This is an optimization exercise on Yosys and OpenROAD, whose aim is small area, not a production implementation.
Only simulation tests tie the RTL to the original design; equivalence was not proved.
The clock port is modelled as an ideal driver; clocking choices that lean on that would not hold on a real chip.
Power is estimated from default activity; no workload was simulated.

==> flow/design.v (excerpt) <==
module ReactionGame(
    input        CLOCK_50,
    input        reset,
    input  [1:0] KEY,
    output [9:0] LEDR,
    output [6:0] HEX0,
    output [6:0] HEX1
);
    reg [1:0] key_s1, key_s2, key_prev;
    always @(posedge CLOCK_50) begin
        key_s1   <= ~KEY;
        key_s2   <= key_s1;
        key_prev <= key_s2;
    end
    wire [1:0] key_edge = key_s2 & ~key_prev;
    localparam [31:0] SEED = 32'hA5A5_A5A5;
    reg  [31:0] lfsr_q;
    wire [31:0] lfsr = lfsr_q ^ SEED;
    wire        fb = lfsr[31] ^ lfsr[21] ^ lfsr[1] ^ lfsr[0];
    always @(posedge CLOCK_50) begin
        if (reset) lfsr_q <= 32'd0;
        else       lfsr_q <= {lfsr[30:0], fb} ^ SEED;
    end
    localparam S_IDLE = 2'd0, S_AF = 2'd1, S_A = 2'd3, S_R = 2'd2;
    reg [1:0] state;
    reg       chosen;         
    reg [3:0] tens, ones;     
    reg [3:0] hi_t, hi_o, lo;
    wire [3:0] o_inc, o_dec, t_inc, t_dec, ho_inc, ht_inc, lo_inc, lo_w;
    wire [6:0] seg_o, seg_t;
    wire ge33;
    assign o_inc[0] = (~ones[0]);
    assign o_inc[1] = (ones[1] & ~ones[0]) | (~ones[3] & ~ones[1] & ones[0]);
    assign o_inc[2] = (ones[2] & ~ones[0]) | (ones[2] & ~ones[1]) | (~ones[2] & ones[1] & ones[0]);
    assign o_inc[3] = (ones[3] & ~ones[0]) | (ones[2] & ones[1] & ones[0]);
    assign o_dec[0] = (~ones[0]);
    assign o_dec[1] = (ones[1] & ones[0]) | (ones[3] & ~ones[0]) | (ones[2] & ~ones[1] & ~ones[0]);
    assign o_dec[2] = (ones[2] & ones[0]) | (ones[3] & ~ones[0]) | (ones[2] & ones[1]);
    assign o_dec[3] = (ones[3] & ones[0]) | (~ones[3] & ~ones[2] & ~ones[1] & ~ones[0]);
    assign t_inc[0] = (~tens[0]);
    assign t_inc[1] = (~tens[1] & tens[0]) | (tens[1] & ~tens[0]);
    assign t_inc[2] = (tens[2] & ~tens[0]) | (tens[2] & ~tens[1]) | (~tens[2] & tens[1] & tens[0]);
    assign t_inc[3] = (tens[3]) | (tens[2] & tens[1] & tens[0]);
    assign t_dec[0] = (~tens[0]);
    assign t_dec[1] = (~tens[1] & ~tens[0]) | (tens[1] & tens[0]);
    assign t_dec[2] = (tens[2] & tens[0]) | (tens[3] & ~tens[0]) | (tens[2] & tens[1]);
  ...
Size: ~28 I/O pins, ~0.0023 mm2 of cells after synthesis.
==> flow/config.mk <==
export PLATFORM = sky130hd
export DESIGN_NAME = ReactionGame
export DESIGN_NICKNAME = ReactionGame
export VERILOG_FILES = /design/flow/design.v
export SDC_FILE = /design/flow/constraint.sdc
export NUM_CORES = 4
export LEC_CHECK = 0
export CAP_MARGIN = 20
export CORE_MARGIN = 2
export CORE_UTILIZATION = 40
export SLEW_MARGIN = 20
==> flow/constraint.sdc <==
create_clock -name core_clock -period 25.0 [get_ports {CLOCK_50}]
set_input_delay 5.0000 -clock core_clock [delete_from_list [all_inputs] [get_ports {CLOCK_50}]]
set_output_delay 5.0000 -clock core_clock [all_outputs]
set_load 0.01 [all_outputs]
standard.sh (not shown) runs the stock make flow with config.mk's settings and CLKGATE_MAP_FILE= SYNTH_SCRIPT=/design/flow/synth_recipe.tcl, a recipe that flattens the netlist after the stock synthesis.
==> flow/flow/run.sh <==
#!/bin/bash
# Own layout flow: the standard synthesis, an area re-mapping of its
# combinational logic (flip-flops untouched, proven equivalent), then the
# standard layout steps.
set -euo pipefail
W=$(pwd)
F=$W/flow
R=$W/orfs/results/$FLOW_PLATFORM/ReactionGame/base
LIB=$FLOW_HOME/platforms/$FLOW_PLATFORM/lib/sky130_fd_sc_hd__tt_025C_1v80.lib
DONTUSE=$(cat "$F/dontuse.txt")

bash standard.sh synth > "$W/log_synth.txt" 2>&1
cp "$R/1_2_yosys.v" "$W/std.v"
python3 "$F/cutff.py" "$W/std.v" "$W/std_cut.v" > "$W/log_cut.txt" 2>&1

# Several seeds of ABC's deep synthesis in parallel; keep the smallest
# re-mapping that is proven equivalent to the standard netlist.
subst() { sed -e "s|@LIB@|$LIB|g" -e "s|@TOP@|$FLOW_TOP|g" -e "s|@ABC@|$2/abc.script|g" -e "s|@SEED@|$3|g" -e "s|@DONTUSE@|$DONTUSE|g" "$1"; }
for s in 1 2 3 4; do
  D=$W/reopt_$s
  mkdir -p "$D"
  subst "$F/abc.script" "$D" $s > "$D/abc.script"
  subst "$F/reopt.ys" "$D" $s > "$D/reopt.ys"
  subst "$F/equiv.ys" "$D" $s > "$D/equiv.ys"
  ( cd "$D" && yosys -s reopt.ys > log_reopt.txt 2>&1 &&
    python3 "$F/cutff.py" out.v out_cut.v > log_cut.txt 2>&1 &&
    cp "$W/std_cut.v" std_cut.v &&
    yosys -s equiv.ys > log_equiv.txt 2>&1 &&
    python3 "$F/area.py" out.v "$LIB" | tail -1 | awk '{print $2}' > area.txt ) &
done
wait
best=""; besta=""
for s in 1 2 3 4; do
  a=$(cat "$W/reopt_$s/area.txt" 2>/dev/null || true)
  [[ -n "$a" ]] || continue
  if [[ -z "$besta" ]] || awk "BEGIN{exit !($a < $besta)}"; then best=$s; besta=$a; fi
done
echo "best seed: ${best:-none} area ${besta:-none}" > "$W/log_pick.txt"
if [[ -n "$best" ]]; then
  cp "$W/reopt_$best/out.v" "$W/out.v"
  cp "$W/out.v" "$R/1_2_yosys.v"
  rm -f "$R/1_synth.odb" "$R/1_synth.sdc"
fi
bash standard.sh BUFFER_PORTS_ARGS="-buffer_cell sky130_fd_sc_hd__buf_1" SKIP_REPAIR_TIE_FANOUT=1 PRE_CTS_TCL="$F/cts_pre.tcl" CTS_ARGS="-sink_clustering_enable -repair_clock_nets -dont_use_dummy_load -buf_list sky130_fd_sc_hd__clkbuf_4 -sink_clustering_size 20 -sink_clustering_max_diameter 60" finish > "$W/log_finish.txt" 2>&1
==> flow/flow/cts_pre.tcl <==
# Manual clock tree: the flip-flops are split into K clusters by position
# (k-means); each cluster gets a clkbuf_4 at its centre, all fed by one
# root buffer next to the clock port.
proc my_cts { K leafcell rootcell } {
  set block [ord::get_db_block]
  set pts {}
  foreach it [[$block findNet CLOCK_50] getITerms] {
    set inst [$it getInst]
    set bb [$inst getBBox]
    lappend pts [list [$inst getName]/[[$it getMTerm] getName] [expr {([$bb xMin]+[$bb xMax])/2.0}] [expr {([$bb yMin]+[$bb yMax])/2.0}]]
  }
  set n [llength $pts]
  # k-means, initial centres from the sorted x order
  set sorted [lsort -real -index 1 $pts]
  set cs {}
  for {set k 0} {$k < $K} {incr k} {
    set p [lindex $sorted [expr {int(($k + 0.5) * $n / $K)}]]
    lappend cs [list [lindex $p 1] [lindex $p 2]]
  }
  for {set iter 0} {$iter < 50} {incr iter} {
    set asg {}
    foreach p $pts {
      set best 0; set bd 1e30
      for {set k 0} {$k < $K} {incr k} {
        set c [lindex $cs $k]
        set d [expr {abs([lindex $p 1]-[lindex $c 0]) + abs([lindex $p 2]-[lindex $c 1])}]
        if {$d < $bd} { set bd $d; set best $k }
      }
      lappend asg $best
    }
    set ncs {}
    for {set k 0} {$k < $K} {incr k} {
      set sx 0; set sy 0; set m 0
      foreach p $pts a $asg { if {$a == $k} { set sx [expr {$sx+[lindex $p 1]}]; set sy [expr {$sy+[lindex $p 2]}]; incr m } }
      if {$m > 0} { lappend ncs [list [expr {$sx/$m}] [expr {$sy/$m}]] } else { lappend ncs [lindex $cs $k] }
    }
    set cs $ncs
  }
  set dbu [$block getDbUnitsPerMicron]
  set leafins {}
  for {set k 0} {$k < $K} {incr k} {
    set pins {}
    foreach p $pts a $asg { if {$a == $k} { lappend pins [get_pins [lindex $p 0]] } }
    if {[llength $pins] == 0} continue
    set c [lindex $cs $k]
    insert_buffer -buffer_cell $leafcell -net CLOCK_50 -load_pins $pins \
      -location [list [expr {[lindex $c 0]/$dbu}] [expr {[lindex $c 1]/$dbu}]] \
      -buffer_name clkleaf_$k -net_name clknet_leaf_$k
    lappend leafins [get_pins clkleaf_$k/A]
    puts "my_cts: cluster $k [llength $pins] sinks"
  }
  if {$rootcell ne ""} {
    set sx 0; set sy 0
    foreach c $cs { set sx [expr {$sx+[lindex $c 0]}]; set sy [expr {$sy+[lindex $c 1]}] }
    insert_buffer -buffer_cell $rootcell -net CLOCK_50 -load_pins $leafins \
      -location [list [expr {$sx/$K/$dbu}] [expr {$sy/$K/$dbu}]] \
      -buffer_name clkroot -net_name clknet_root
  }
}

my_cts 4 sky130_fd_sc_hd__clkbuf_8 {}
Other scripts of this flow, unchanged in this note and not shown: flow/flow/abc.script, flow/flow/area.py, flow/flow/cutff.py, flow/flow/dontuse.txt, flow/flow/equiv.ys, flow/flow/reopt.ys
Then changed:
--- a/flow/flow/run.sh
+++ b/flow/flow/run.sh
@@ -44 +44 @@
-bash standard.sh BUFFER_PORTS_ARGS="-buffer_cell sky130_fd_sc_hd__buf_1" SKIP_REPAIR_TIE_FANOUT=1 PRE_CTS_TCL="$F/cts_pre.tcl" CTS_ARGS="-sink_clustering_enable -repair_clock_nets -dont_use_dummy_load -buf_list sky130_fd_sc_hd__clkbuf_4 -sink_clustering_size 20 -sink_clustering_max_diameter 60" finish > "$W/log_finish.txt" 2>&1
+bash standard.sh BUFFER_PORTS_ARGS="-buffer_cell sky130_fd_sc_hd__buf_1" SKIP_REPAIR_TIE_FANOUT=1 PRE_CTS_TCL="$F/cts_pre.tcl" CTS_ARGS="-sink_clustering_enable -repair_clock_nets -dont_use_dummy_load -buf_list sky130_fd_sc_hd__clkbuf_8 -sink_clustering_size 20 -sink_clustering_max_diameter 60" finish > "$W/log_finish.txt" 2>&1
--- a/flow/flow/cts_pre.tcl
+++ b/flow/flow/cts_pre.tcl
@@ -2,2 +2,2 @@
-# (k-means); each cluster gets a clkbuf_4 at its centre, all fed by one
-# root buffer next to the clock port.
+# (k-means); each cluster gets a leaf buffer at its centre, fed by an
+# optional root buffer or straight from the clock port.
=> Total power shrinks by about a fifth. Utilization shrinks by 2.1 points. Area after synthesis does not change. Maximum frequency is about the same. First-iteration DRC count grows by a quarter to a third. Worst setup slack is worse by 0.016 ns. Cell area shrinks by a few percent. Die area stays the same. Sequential share of layout area grows by 2.3 points. Global-route usage shrinks by 2.4 points.

-- afterwards: timing with drivers on the ports --
How much do the figures lean on ideal ports? The routed layouts below were timed once more, with nothing changed but the port constraints. Step 1, drivers: a clkbuf_16 drives CLOCK_50 and a buf_2 each remaining input, both assumed. Step 2 also shifts input and output timing later by t, the mid clock arrival at the registers, as if the neighbouring blocks saw the same clock. a / b / c = no drivers / after step 1 / after step 2; a / b = the first two.
run	shift t [ns]	slack for setup (ns)	worst setup path after step 2	worst slew at a driven data input, ns	pins driven straight from the clock port
the first run	0.690	14.038 / 14.017 / 14.017	input to output	0.03	1
the second run	0.200	14.022 / 14.001 / 14.001	input to output	0.03	4
After both steps setup and hold are still met in every run listed.
